This is an optimization exercise on Yosys and OpenROAD, whose aim is small area and a short achievable clock period, not a production implementation.
Function was checked by simulation only, so behaviour that the tests miss may differ from the original.

==> flow/design.v (outline; a module is shown in full before it is edited, if it fits) <==
// module diverge_pipe: 1071 lines
// module diverge_tail: 425 lines
// module fractal: 179 lines
module fractal(
input Clk_100M, reset,
input [15:0]startX,  
input [15:0]startY,
input [15:0]stepX,  
input [15:0]stepY,
output [7:0] divOut,
output [18:0] addr_w,
output wire display,
output wire wea
    );
  // ...
==> flow/flow/run.sh <==
#!/bin/bash
# Layout flow: the standard flow (standard.sh) with one change to synthesis.
# Yosys's synth normally runs "abc -fast" before ORFS extracts full adders
# (extract_fa); abc restructures the adder trees first, and the adders it
# leaves are found with mixed polarities, which puts an inverter between many
# pairs of full-adder cells. Here the adders are extracted before "abc -fast".
# Everything else (registers, flattening, renaming, the rest of ORFS) is the
# standard flow.
set -euo pipefail
cd "$(dirname "$0")/.."
{
  cat <<'TCL'
proc synth {args} {
  if {[lsearch -exact $args "fine:"] >= 0} {
    yosys synth -nofsm -noshare -noabc {*}$args
    yosys extract_fa
    yosys abc -fast
    yosys opt -fast
  } else {
    yosys synth -nofsm -noshare {*}$args
  }
}
TCL
  tail -n +2 synth_recipe.tcl
} > flow/fa_synth.tcl
sed "s#$PWD/synth_recipe.tcl#$PWD/flow/fa_synth.tcl#g" standard.sh > flow/fa_standard.sh
grep -q fa_synth.tcl flow/fa_standard.sh
bash flow/fa_standard.sh > flow_make.log 2>&1
==> flow/standard.sh <==
#!/bin/bash
# synth_recipe.tcl (not shown) runs the flow's synth.tcl, then flattens the netlist and writes it again
# the make line also repeats each setting of config.mk as NAME=value (left out here)
make -C /OpenROAD-flow-scripts/flow DESIGN_CONFIG=/design/flow/config.mk WORK_HOME=/design/flow/orfs CLKGATE_MAP_FILE= SYNTH_SCRIPT=/design/flow/synth_recipe.tcl "${@:-finish}"
==> flow/config.mk <==
export PLATFORM = sky130hd
export DESIGN_NAME = fractal
export DESIGN_NICKNAME = fractal
export VERILOG_FILES = /design/flow/design.v
export SDC_FILE = /design/flow/constraint.sdc
export NUM_CORES = 4
export LEC_CHECK = 0
export CAP_MARGIN = 20
export CORE_MARGIN = 2
export CORE_UTILIZATION = 52
export SETUP_SLACK_MARGIN = 5.0
export SLEW_MARGIN = 20
==> flow/constraint.sdc <==
create_clock -name core_clock -period 11.0 [get_ports {Clk_100M}]
set_input_delay 2.2000 -clock core_clock [delete_from_list [all_inputs] [get_ports {Clk_100M}]]
set_output_delay 2.2000 -clock core_clock [all_outputs]
set_load 0.01 [all_outputs]
==> impl_metrics.sql, run 1 <==
INSERT INTO impl_metrics (metric_group, metric, value, unit) VALUES
('run_status', 'status', 'timing/DRC/antenna clean', ''),
('detailed_routing', 'routed.top_layer', 'met4', ''),
('layout', 'dominant_cells', 'multi-input gates', ''),
('layout', 'final_nets', '4525', ''),
('critical_path', 'worstSetupEndpoint', 'dIn[14]', ''),
('critical_path', 'worstReg2RegStart', 'my[2]', ''),
('layout', 'multi_input_area_share', '0.671', ''),
('critical_path', 'worst-setup-path-type', 'reg -> reg', ''),
('global_route', 'grt_util_met2', '0.452', ''),
('critical_path', 'cpMaxStageDelayCell', 'fa_1', ''),
('layout', 'layout.filler_cells', '5571', ''),
('sta', 'tightestPinTransition', '1.03', 'ns'),
('global_route', 'global_route.usage.total', '0.275', ''),
('floorplanning', 'die-area', '67000', 'µm²'),
('critical_path', 'startpoint_type', 'flip-flop', ''),
('job', 'max-cap-violations', '0', ''),
('global_route', 'overall_overflow_remaining_after_global_route', '0', ''),
('detailed_routing', 'route.antenna.remaining_nets', '0', ''),
('hold_path', 'hp-start', 'resIdx[2]', ''),
('layout', 'n_antenna_cell', '1', ''),
('detailed_routing', 'wire_length_on_met3', '4510', 'µm'),
('critical_path', 'slowest_delay', '0.53', 'ns'),
('clocking', 'clock_sinks', '311', ''),
('layout', 'layout.non_clock_buffers', '154', ''),
('floorplanning', 'rows', '93', ''),
('layout', 'layout_top_registers', 'acc: 28 flops, currAddr: 19 flops', ''),
('floorplanning', 'fp.coreArea', '64300', 'µm²'),
('floorplanning', 'ioPinCount', '95', ''),
('floorplanning', 'floorplan.initialDensity', '0.525', ''),
('yosys', 'synth_adder_area_share', '0.427', ''),
('layout', 'largest_register_ff_count', '28', ''),
('sta', 'final_max_slew_viol_count', '0', ''),
('placed_design', 'place.port_buffers', '90', ''),
('critical_path', 'cp_common_cell', 'fa_1', ''),
('detailed_routing', 'drt-met1-wl', '38600', 'µm'),
('yosys', 'mean_area_per_synthesized_cell', '9.49', 'µm²'),
('critical_path', 'crit_buf_inv', '2', ''),
('critical_path', 'critical_path_peak_fanout', '6', '');
==> inputs of run 2 (changes only) <==
--- a/flow/config.mk
+++ b/flow/config.mk
@@ -11,2 +11,3 @@
 export SETUP_SLACK_MARGIN = 5.0
 export SLEW_MARGIN = 20
+export TNS_END_PERCENT = 5
==> run 2 against run 1 <==
Wire length fell by 0.11%. Hold slack barely moved. Synthesized cell count did not move. Register-to-register slack barely moved.
==> impl_metrics.sql, run 2 <==
INSERT INTO impl_metrics (metric_group, metric, value, unit) VALUES
('sta', 'final_max_slew_viol_count', '0', ''),
('sta', 'setup_viol', '0', ''),
('yosys', 'yosysWarnings', '1', ''),
('job', 'max-cap-violations', '0', ''),
('detailed_routing', 'route.antenna.remaining_nets', '0', ''),
('yosys', 'synth.distinct_cells', '89', ''),
('hold_path', 'min_to', 'outIdx[2]', ''),
('layout', 'final_layout_size_suffix_gt1_frac', '0.0905', ''),
('layout', 'layout_top_registers', 'acc: 28 flops, currAddr: 19 flops', ''),
('clocking', 'clock_sinks', '311', ''),
('layout', 'n_antenna_cell', '0', ''),
('detailed_routing', 'router_iterations_before_antenna_repair', '6', ''),
('floorplanning', 'die-area', '67000', 'µm²'),
('yosys', 'synthArstFlopShare', '0', ''),
('yosys', 'post_synth_main_area_contributors', 'fa_1, dfxtp_1, ha_1', ''),
('layout', 'area_growth_from_synthesis_to_layout', '11.5', '%'),
('clocking', 'cts-buffers-inserted', '40', ''),
('critical_path', 'worstReg2RegStart', 'my[2]', ''),
('clocking', 'cts_root_buffer', 'clkbuf_16', ''),
('yosys', 'synth.top_cell.area_share', '0.325', ''),
('yosys', 'synthCells', '3560', ''),
('layout', 'largest_register_ff_count', '28', ''),
('placed_design', 'dp_worst_setup_slack', '4.43', 'ns'),
('critical_path', 'r2r_setup_slack', '5.08', 'ns'),
('sta', 'tightestPinTransition', '1.03', 'ns'),
('critical_path', 'worstReg2RegEnd', 'dIn[14]', ''),
('global_route', 'global_route.usage.total', '0.275', ''),
('clocking', 'htree_levels', '2', ''),
('global_route', 'grt_max_degree', '71', ''),
('floorplanning', 'die-height', '259', 'µm'),
('sta', 'grt_setup_unrepaired', 'yes', ''),
('floorplanning', 'ioPinCount', '95', ''),
('clocking', 'postCtsHoldBufs', '0', ''),
('global_route', 'first_global_vias', '26012', ''),
('floorplanning', 'floorplan.initialDensity', '0.525', ''),
('sta', 'timing.final.ws_setup', '5.08', 'ns'),
('global_route', 'grt_first_pass_wirelength', '143000', 'µm'),
('detailed_routing', 'route.final.wire_length', '88700', 'µm'),
('critical_path', 'worst-setup-path-type', 'reg -> reg', ''),
('yosys', 'ys_ff_latch', '311', ''),
('sta', 'final_period_minus_worst_setup_slack', '5.92', 'ns'),
('detailed_routing', 'drc', '0', ''),
('layout', 'commonest_cells_after_routing_fill_and_taps_aside', 'fa_1, nor2_1, inv_1, nand2_1, ha_1', ''),
('hold_path', 'min_delay_path_depth', '0', ''),
('critical_path', 'setup.worst_path.end_class', 'flip-flop', ''),
('yosys', 'synthMostInstantiatedCell', 'fa_1', ''),
('detailed_routing', 'route.detailed.vias_per_inst', '5.53', ''),
('yosys', 'mean_area_per_synthesized_cell', '9.49', 'µm²'),
('yosys', 'synth_common_cells', 'fa_1, nor2_1, inv_1', ''),
('placed_design', 'gpl.final_weighted_congestion', '0.918', ''),
('floorplanning', 'dieWidth', '259', 'µm'),
('run_status', 'status', 'timing/DRC/antenna clean', ''),
('clocking', 'clk_latency', '0.59', 'ns'),
('sta', 'timing.final.crit_share', '0.539', ''),
('clocking', 'worst_setup_hold_path_clk_slew', '0.06', 'ns'),
('yosys', 'synth-seq-area-share', '0.198', ''),
('global_route', 'grt_antenna_before_repair', '0', ''),
('global_route', 'overall_overflow_remaining_after_global_route', '0', ''),
('hold_path', 'hold_path.class', 'reg -> reg', ''),
('sta', 'setup_tns', '0', 'ns'),
('critical_path', 'startpoint_type', 'flip-flop', ''),
('sta', 'hold_viol_final', '0', ''),
('placed_design', 'place.port_buffers', '90', ''),
('floorplanning', 'fp.coreArea', '64300', 'µm²'),
('hold_path', 'hp-start', 'resIdx[2]', ''),
('sta', 'finClkSkew', '0.0466', 'ns'),
('layout', 'regMostFlops', 'acc', ''),
('sta', 'fmax', '0.169', 'GHz'),
('sta', 'slew-limit-headroom', '0.315', ''),
('yosys', 'yosys.area.top_type', 'fa_1', ''),
('critical_path', 'critical_path_peak_fanout', '6', ''),
('placed_design', 'half_perimeter_wire_length_of_the_detailed_placement_result', '72500', 'µm'),
('detailed_routing', 'routed-via-count', '24933', ''),
('detailed_routing', 'route.detailed.wl_per_inst', '19.7', 'µm'),
('clocking', 'clock_tree_from_tritoncts', 'yes', ''),
('critical_path', 'worst_ep_arrival_time', '6.40', 'ns'),
('detailed_routing', 'drt-initial-drc-count', '1721', ''),
('layout', 'layout_commonest_cell', 'fa_1', ''),
('critical_path', 'ff2ff_path_depth', '20', ''),
('floorplanning', 'rows', '93', ''),
('yosys', 'synth_enable_flop_cells', '47', ''),
('critical_path', 'worst_ep_required_time', '11.48', 'ns'),
('yosys', 'synth_flop_cell', 'dfxtp_1', ''),
('layout', 'final_nets', '4515', ''),
('clocking', 'clock_tree.buffer_depth', '3', ''),
('yosys', 'post_synth_instance_area', '33800', 'µm²');
-- run 2: cell counts after synthesis --
No cell type changed its count.
-- run 2: final cells by class --
| type | count | area [µm²] |
|---|---|---|
| clock buffers | 52 | 1100 |
| clock inverters | 21 | 335 |
| fillers | 5585 | 26700 |
| inverters | 422 | 1680 |
| multi-input cells | 2706 | 25300 |
| flip-flops and latches | 311 | 6860 |
| well taps | 855 | 1070 |
| repair buffers | 144 | 1310 |
-- run 2: cell families after synthesis --
family	share of synthesized area
fa+ha+maj	0.427
other cells	0.000222
compound gates	0.0973
simple gates	0.161
xor+xnor	0.0464
flops	0.198
buf+inv	0.0613
mux	0.00874
-- run 2: worst max-delay path by stage --
stage | startpoint | endpoint | slack, ns | depth (start not counted)
after floorplan | my[2] | dIn[14] | 5.00 | 21
after global placement | my[5] | dIn[15] | 4.53 | 20
after detailed placement | my[5] | mx[12] | 4.43 | 21
after CTS | dIn[5] | tA[15] | 4.93 | 18
after global routing | my[2] | dIn[14] | 4.90 | 20
final | my[2] | dIn[14] | 5.08 | 20
-- run 2: worst max-delay path, stage by stage (launching register included) --
cell and delay, ns:
dfxtp_4 0.36, clkinvlp_4 0.18, nor2_2 0.14, fa_1 0.43, fa_1 0.52, fa_1 0.46
ha_4 0.19, fa_2 0.50, fa_2 0.38, fa_1 0.52, inv_2 0.05, ha_4 0.23
or2_4 0.24, a21o_1 0.17, a41o_1 0.26, nand2_2 0.10, o2111ai_4 0.12, a2111o_1 0.44
a31oi_4 0.19, xnor2_2 0.09, mux2_4 0.26
-- run 2: through the flow --
step,utilization,cells,hold slack [ns],cell area [µm²]
5_1_grt,0.586,4511,0.424,37700
4_1_cts,0.580,4494,0.420,37300
3_3_place_gp,0.550,4399,0.401,35400
2_1_floorplan,-,3562,0.400,33800
3_5_place_dp,0.550,4399,0.405,35400
6_report,0.586,4511,0.418,37700
-- run 2: timing repair --
action,in CTS,in global routing
pin swaps,32,29
endpoints found under the hold margin,0,0
resized for setup,124,83
setup buffers,22,17
endpoints found under the setup margin,61,64
-- run 2: metal layers --
layer,up-vias,track usage,wire length [µm]
met2,647,0.452,42400
met3,138,0.0304,3960
met1,12564,0.376,39000
met5,-,0,0
met4,0,0.105,3290
li1,11584,-,-
==> inputs of run 3 (changes only) <==
--- a/flow/config.mk
+++ b/flow/config.mk
@@ -11,3 +11,3 @@
 export SETUP_SLACK_MARGIN = 5.0
 export SLEW_MARGIN = 20
-export TNS_END_PERCENT = 5
+export TNS_END_PERCENT = 0
==> run 3 against run 2 <==
Hold slack barely moved. Critical path depth rose by 1. Critical endpoint unchanged. Critical path type unchanged. Wire length fell by 0.10%. Clock skew fell by 0.00067 ns.
==> impl_metrics.sql, run 3 <==
INSERT INTO impl_metrics (metric_group, metric, value, unit) VALUES
('yosys', 'yosys.area.top_type', 'fa_1', ''),
('critical_path', 'worst_ep_required_time', '11.48', 'ns'),
('layout', 'layout_commonest_cell', 'fa_1', ''),
('clocking', 'worst_setup_hold_path_clk_slew', '0.06', 'ns'),
('yosys', 'synthMostInstantiatedCell', 'fa_1', ''),
('critical_path', 'critical_path_peak_fanout', '5', ''),
('job', 'max-cap-violations', '0', ''),
('clocking', 'clock_tree_from_tritoncts', 'yes', ''),
('layout', 'final_nets', '4502', ''),
('placed_design', 'place.port_buffers', '90', ''),
('global_route', 'grt_max_degree', '71', ''),
('global_route', 'grt_antenna_before_repair', '0', ''),
('yosys', 'post_synth_instance_area', '33800', 'µm²'),
('floorplanning', 'fp.coreArea', '64300', 'µm²'),
('yosys', 'synth.distinct_cells', '89', ''),
('placed_design', 'gpl.final_weighted_congestion', '0.918', ''),
('layout', 'commonest_cells_after_routing_fill_and_taps_aside', 'fa_1, nor2_1, inv_1, nand2_1, ha_1', ''),
('clocking', 'cts-buffers-inserted', '40', ''),
('sta', 'grt_setup_unrepaired', 'yes', ''),
('detailed_routing', 'drt-initial-drc-count', '1625', ''),
('placed_design', 'post_dp_area', '35400', 'µm²'),
('placed_design', 'half_perimeter_wire_length_of_the_detailed_placement_result', '72500', 'µm'),
('layout', 'final_cell_area', '37500', 'µm²'),
('sta', 'final_period_minus_worst_setup_slack', '6.01', 'ns'),
('clocking', 'clock_sinks', '311', ''),
('clocking', 'clock_tree.buffer_depth', '3', ''),
('floorplanning', 'floorplan.initialDensity', '0.525', ''),
('clocking', 'clk_latency', '0.60', 'ns'),
('yosys', 'synth_flop_cell', 'dfxtp_1', ''),
('sta', 'slew-limit-headroom', '0.304', ''),
('yosys', 'synth-seq-area-share', '0.198', ''),
('yosys', 'mean_area_per_synthesized_cell', '9.49', 'µm²'),
('yosys', 'synthCells', '3560', ''),
('clocking', 'postCtsHoldBufs', '0', ''),
('floorplanning', 'rows', '93', ''),
('layout', 'final_layout_size_suffix_gt1_frac', '0.0834', ''),
('yosys', 'synthArstFlopShare', '0', ''),
('floorplanning', 'dieWidth', '259', 'µm'),
('yosys', 'ys_ff_latch', '311', ''),
('critical_path', 'setup.worst_path.end_class', 'flip-flop', ''),
('layout', 'area_growth_from_synthesis_to_layout', '11.0', '%'),
('layout', 'n_antenna_cell', '0', ''),
('yosys', 'synth_common_cells', 'fa_1, nor2_1, inv_1', ''),
('sta', 'tightestPinTransition', '1.04', 'ns'),
('detailed_routing', 'route.detailed.wl_per_inst', '19.7', 'µm'),
('sta', 'setup_tns', '0', 'ns'),
('yosys', 'synth.top_cell.area_share', '0.325', ''),
('critical_path', 'startpoint_type', 'flip-flop', ''),
('detailed_routing', 'route.final.wire_length', '88600', 'µm'),
('sta', 'hold_viol_final', '0', ''),
('detailed_routing', 'drc', '0', ''),
('sta', 'fmax', '0.167', 'GHz'),
('layout', 'layout_top_registers', 'acc: 28 flops, currAddr: 19 flops', ''),
('sta', 'setup_viol', '0', ''),
('global_route', 'global_route.usage.total', '0.275', ''),
('sta', 'final_max_slew_viol_count', '0', ''),
('layout', 'layout.filler_cells', '5618', ''),
('floorplanning', 'die-area', '67000', 'µm²'),
('yosys', 'yosysWarnings', '1', ''),
('yosys', 'post_synth_main_area_contributors', 'fa_1, dfxtp_1, ha_1', ''),
('yosys', 'synth_enable_flop_cells', '47', ''),
('run_status', 'status', 'timing/DRC/antenna clean', ''),
('detailed_routing', 'route.detailed.vias_per_inst', '5.53', ''),
('detailed_routing', 'router_iterations_before_antenna_repair', '6', ''),
('critical_path', 'worst_ep_arrival_time', '6.49', 'ns'),
('sta', 'timing.final.crit_share', '0.546', ''),
('detailed_routing', 'routed-via-count', '24854', ''),
('floorplanning', 'die-height', '259', 'µm'),
('sta', 'finClkSkew', '0.0460', 'ns'),
('clocking', 'cts_root_buffer', 'clkbuf_16', ''),
('layout', 'regMostFlops', 'acc', ''),
('layout', 'largest_register_ff_count', '28', ''),
('global_route', 'overall_overflow_remaining_after_global_route', '0', ''),
('global_route', 'first_global_vias', '25984', ''),
('critical_path', 'worst-setup-path-type', 'reg -> reg', ''),
('detailed_routing', 'route.antenna.remaining_nets', '0', ''),
('global_route', 'grt_first_pass_wirelength', '143000', 'µm'),
('hold_path', 'hold_path.class', 'reg -> reg', ''),
('clocking', 'htree_levels', '2', ''),
('floorplanning', 'ioPinCount', '95', '');
==> run 3: cell types whose count changed in the layout (fill, tap and decap cells not counted), sizes merged <==
cell      change
inv           +1
clkinvlp      -2
clkinv        +1
buf          -13
==> run 3: cells by family after synthesis <==
kind of cell	share of synthesized area
xor gates and xnor gates	0.0464
other	0.000222
adders and majority gates	0.427
AOI/OAI and AO/OA	0.0973
muxes	0.00874
buffers and inverters	0.0613
DFF	0.198
and+or+nand+nor	0.161
==> run 3: layout make-up <==
class                      instances  area [µm²]  share of cell area
sequential                       311        6850               0.183
clock inverter                    21         335             0.00894
clock buffer                      52        1100              0.0292
timing repair buffer             131        1240              0.0331
tap                              855        1070              0.0285
inverter                         422        1650              0.0440
multi-input combinational       2706       25300               0.674
==> run 3: path summary, 6_finish.rpt <==
| kind | cells after the start | slack, ns | to | startpoint |
|---|---|---|---|---|
| worst max-delay path | 21 | 4.99 | dIn[14] | my[2] |
| worst min-delay path | 0 | 0.42 | outIdx[2] | resIdx[2] |
| worst max register to register | 21 | 4.99 | dIn[14] | my[2] |
| worst min register to register | 0 | 0.42 | outIdx[2] | resIdx[2] |
==> run 3: metal layers <==
metal	track usage	up-vias	share of wire
li1	-	11565	-
met1	0.375	12505	0.44
met2	0.454	648	0.48
met3	0.0303	136	0.047
met4	0.101	0	0.037
met5	0	-	0
==> run 3: repair_timing <==
| item | 4_1_cts | 5_1_grt |
|---|---|---|
| setup buffers | 18 | 8 |
| pin swaps | 11 | 35 |
| resized for setup | 96 | 80 |
| endpoints found under the setup margin | 61 | 68 |
| endpoints found under the hold margin | 0 | 0 |
==> run 3: critical path, cell delays in order (launching register included) <==
cell and delay (ns):
dfxtp_4 0.36, clkinvlp_4 0.13, buf_12 0.12, nor2_4 0.03, fa_2 0.57, fa_2 0.45, fa_1 0.43, ha_2 0.20
fa_2 0.50, fa_2 0.38, fa_1 0.52, inv_2 0.05, ha_4 0.22, or2_4 0.26, a21o_1 0.17, a41o_1 0.27
nand2_2 0.10, o2111ai_4 0.12, a2111o_1 0.44, a31oi_4 0.22, xnor2_2 0.10, mux2_4 0.26
==> run 3: per-stage QoR <==
step	util	instances	worst slack (ns)	hold slack [ns]
final	0.583	4498	4.99	0.418
after floorplan	-	3562	5.00	0.400
after global placement	0.550	4399	4.53	0.401
after global routing	0.583	4498	4.81	0.424
after detailed placement	0.550	4399	4.43	0.405
after CTS	0.578	4490	4.91	0.420
==> inputs of run 4 (changes only) <==
--- a/flow/config.mk
+++ b/flow/config.mk
@@ -8,6 +8,6 @@
 export CAP_MARGIN = 20
 export CORE_MARGIN = 2
-export CORE_UTILIZATION = 52
+export CORE_UTILIZATION = 60
 export SETUP_SLACK_MARGIN = 5.0
 export SLEW_MARGIN = 20
-export TNS_END_PERCENT = 0
+export TNS_END_PERCENT = 5
==> run 4 against run 3 <==
Still clean on timing, DRC and antenna. Sequential cell count is the same. First-iteration DRC count grew 23%. Critical path depth shrank 1. Sequential share of layout area grew 0.21 points. Final cell count shrank 2.6%. Largest cell class unchanged.
==> impl_metrics.sql, run 4 <==
INSERT INTO impl_metrics (metric_group, metric, value, unit) VALUES
('clocking', 'clock_tree.buffer_depth', '3', ''),
('global_route', 'first_global_vias', '26819', ''),
('critical_path', 'startpoint_type', 'flip-flop', ''),
('clocking', 'worst_setup_hold_path_clk_slew', '0.06', 'ns'),
('floorplanning', 'rows', '86', ''),
('sta', 'hold_viol_final', '0', ''),
('detailed_routing', 'route.final.wire_length', '93000', 'µm'),
('critical_path', 'critical_path_peak_fanout', '4', ''),
('floorplanning', 'floorplan.initialDensity', '0.610', ''),
('floorplanning', 'die-height', '241', 'µm'),
('sta', 'tightestPinTransition', '1.06', 'ns'),
('detailed_routing', 'route.detailed.wl_per_inst', '21.2', 'µm'),
('placed_design', 'half_perimeter_wire_length_of_the_detailed_placement_result', '74000', 'µm'),
('critical_path', 'r2r_setup_slack', '4.98', 'ns'),
('yosys', 'synthMostInstantiatedCell', 'fa_1', ''),
('global_route', 'grt_antenna_before_repair', '2', ''),
('job', 'max-cap-violations', '0', ''),
('hold_path', 'hold_path.class', 'reg -> reg', ''),
('sta', 'final_period_minus_worst_setup_slack', '6.02', 'ns'),
('yosys', 'synthArstFlopShare', '0', ''),
('critical_path', 'worst_ep_arrival_time', '6.49', 'ns'),
('layout', 'layout_top_registers', 'acc: 28 flops, currAddr: 19 flops', ''),
('yosys', 'yosysWarnings', '1', ''),
('layout', 'layout_commonest_cell', 'fa_1', ''),
('yosys', 'post_synth_main_area_contributors', 'fa_1, dfxtp_1, ha_1', ''),
('floorplanning', 'ioPinCount', '95', ''),
('yosys', 'synth_flop_cell', 'dfxtp_1', ''),
('global_route', 'busiest_layer', 'met2', ''),
('sta', 'setup_viol', '0', ''),
('yosys', 'synth.top_cell.area_share', '0.325', ''),
('layout', 'layout.filler_cells', '4587', ''),
('detailed_routing', 'drc', '0', ''),
('global_route', 'global_route.usage.total', '0.332', ''),
('yosys', 'post_synth_instance_area', '33800', 'µm²'),
('yosys', 'mean_area_per_synthesized_cell', '9.49', 'µm²'),
('critical_path', 'worstReg2RegEnd', 'dIn[14]', ''),
('detailed_routing', 'router_iterations_before_antenna_repair', '7', ''),
('sta', 'slew-limit-headroom', '0.296', ''),
('layout', 'final_layout_size_suffix_gt1_frac', '0.0776', ''),
('layout', 'n_antenna_cell', '0', ''),
('detailed_routing', 'route.detailed.vias_per_inst', '5.80', ''),
('layout', 'final_core_utilization', '0.670', ''),
('floorplanning', 'fp.coreArea', '55400', 'µm²'),
('sta', 'timing.final.crit_share', '0.547', ''),
('yosys', 'yosys.area.top_type', 'fa_1', ''),
('yosys', 'synth_enable_flop_cells', '47', ''),
('clocking', 'clock_tree_from_tritoncts', 'yes', ''),
('layout', 'largest_register_ff_count', '28', ''),
('global_route', 'overall_overflow_remaining_after_global_route', '0', ''),
('clocking', 'htree_levels', '2', ''),
('critical_path', 'worst-setup-path-type', 'reg -> reg', ''),
('clocking', 'cts_root_buffer', 'clkbuf_16', ''),
('global_route', 'grt_util_met2', '0.566', ''),
('critical_path', 'setup.worst_path.end_class', 'flip-flop', ''),
('floorplanning', 'dieWidth', '241', 'µm'),
('sta', 'fmax', '0.166', 'GHz'),
('layout', 'area_growth_from_synthesis_to_layout', '9.89', '%'),
('hold_path', 'hp-start', 'resIdx[1]', ''),
('placed_design', 'place.port_buffers', '90', ''),
('sta', 'finClkSkew', '0.0584', 'ns'),
('global_route', 'grt.met1_usage', '0.428', ''),
('yosys', 'synth-seq-area-share', '0.198', ''),
('clocking', 'cts-buffers-inserted', '36', ''),
('yosys', 'ys_ff_latch', '311', ''),
('detailed_routing', 'routed-via-count', '25429', ''),
('sta', 'setup_tns', '0', 'ns'),
('placed_design', 'gpl.final_weighted_congestion', '0.934', ''),
('layout', 'regMostFlops', 'acc', ''),
('critical_path', 'worstReg2RegStart', 'my[11]', ''),
('hold_path', 'min_to', 'outIdx[1]', ''),
('critical_path', 'worst_ep_required_time', '11.47', 'ns'),
('yosys', 'synth_common_cells', 'fa_1, nor2_1, inv_1', ''),
('layout', 'finalNonFillerCells', '4381', ''),
('layout', 'final_nets', '4497', ''),
('global_route', 'grt_first_pass_wirelength', '147000', 'µm'),
('yosys', 'synthCells', '3560', ''),
('floorplanning', 'die-area', '58200', 'µm²'),
('global_route', 'gr-usage-met3', '0.0471', ''),
('critical_path', 'ff2ff_path_depth', '20', ''),
('detailed_routing', 'drt-initial-drc-count', '1995', ''),
('clocking', 'postCtsHoldBufs', '0', ''),
('sta', 'grt_setup_unrepaired', 'yes', ''),
('hold_path', 'min_delay_path_depth', '0', ''),
('clocking', 'clk_latency', '0.59', 'ns'),
('sta', 'final_max_slew_viol_count', '0', ''),
('clocking', 'clock_sinks', '311', ''),
('yosys', 'synth.distinct_cells', '89', ''),
('run_status', 'status', 'timing/DRC/antenna clean', ''),
('placed_design', 'numPlacedInstances', '4292', ''),
('global_route', 'grt_max_degree', '81', ''),
('layout', 'commonest_cells_after_routing_fill_and_taps_aside', 'fa_1, nor2_1, inv_1, nand2_1, ha_1', ''),
('detailed_routing', 'route.antenna.remaining_nets', '0', '');
==> run 4: cell count changes in the layout (fill, tap and decap cells not counted), moves of 4 or more <==
| cell | previous run | this run |
|---|---|---|
| dfxtp_4 | 27 | 32 |
| inv_2 | 6 | 2 |
| clkbuf_16 | 40 | 36 |
| fa_1 | 536 | 541 |
| dfxtp_2 | 38 | 31 |
| fa_2 | 13 | 8 |
==> run 4: critical path, stage by stage, from the launching register on <==
cell and delay [ns]:
dfxtp_4 0.38, clkinvlp_4 0.13, nor2_2 0.14, fa_1 0.45, fa_1 0.54, fa_1 0.44
ha_2 0.20, fa_1 0.53, fa_2 0.39, fa_1 0.53, inv_1 0.07, ha_4 0.26
or2_4 0.25, a21o_1 0.18, a41o_1 0.21, nand2_2 0.10, o2111ai_4 0.12, a2111o_1 0.48
a31oi_4 0.21, xnor2_2 0.09, mux2_4 0.25
==> run 4: metal layers <==
layer	vias to the layer above	part of all wire
met4	2	0.044
met3	215	0.066
met1	12736	0.40
met2	927	0.49
met5	-	0.00011
li1	11549	-
==> run 4: repair_timing <==
| action | in CTS | in global routing |
|---|---|---|
| buffers inserted | 13 | 11 |
| gates resized for setup | 95 | 77 |
| endpoints found under the setup margin | 62 | 68 |
| pin swaps | 7 | 23 |
==> run 4: worst max path at each step <==
stage                 from  endpoint  slack [ns]
floorplan            my[2]   dIn[14]        5.00
global placement     my[0]    mx[10]        4.52
global route        my[11]   dIn[14]        4.82
detailed placement   my[0]    mx[10]        4.41
CTS                 pyn[3]     my[8]        4.92
finish              my[11]   dIn[14]        4.98
==> run 4: final cells by class <==
type	instances	area [µm²]	area share
tap	748	936	0.0252
inverter	422	1660	0.0446
clock inverter	13	221	0.00596
timing repair buffer	130	1200	0.0322
clock buffer	51	1010	0.0271
multi-input combinational	2706	25300	0.680
sequential	311	6860	0.185
==> run 4: metrics by stage <==
step	setup WS, ns	area, µm²	hold WS [ns]
final	4.98	37100	0.425
after global routing	4.82	37100	0.441
after CTS	4.92	36800	0.426
after detailed placement	4.41	35300	0.410
after global placement	4.52	35300	0.402
after floorplan	5.00	33800	0.400
==> run 4: cells by family after synthesis <==
| family | synth area share |
|---|---|
| buffers and inverters | 0.0613 |
| AO/OA/AOI/OAI | 0.0973 |
| AND/OR/NAND/NOR | 0.161 |
| flip-flops | 0.198 |
| XOR/XNOR | 0.0464 |
| adder cells (fa/ha/maj) | 0.427 |
| other | 0.000222 |
| multiplexers | 0.00874 |

## re-timing with driven ports
How much do the figures lean on ideal ports? The routed layouts below were timed once more, with nothing changed but the port constraints.
Step 1 assumes that a clkbuf_16 drives the clock port and a buf_2 every other input.
Step 2 moves the port delays by t, midway between the first and last clock arrival at a register: inputs arrive t later, outputs are due t later. That takes back most of the time a late clock gives input paths.
a / b / c = ideal / step 1 / step 2; a / b = the first two.
| run | shift t [ns] | setup slack, ns | slew at the worst register clock pin (ns) | worst slew at a driven data input, ns |
|---|---|---|---|---|
| run 1 | 0.636 | 5.065 / 5.065 / 5.065 | 0.07 / 0.07 | 0.04 |
| run 2 | 0.637 | 5.076 / 5.076 / 5.076 | 0.07 / 0.07 | 0.04 |
| run 3 | 0.639 | 4.994 / 4.994 / 4.994 | 0.07 / 0.07 | 0.04 |
| run 4 | 0.627 | 4.983 / 4.983 / 4.983 | 0.07 / 0.07 | 0.05 |
After both steps every run listed still meets setup and hold.
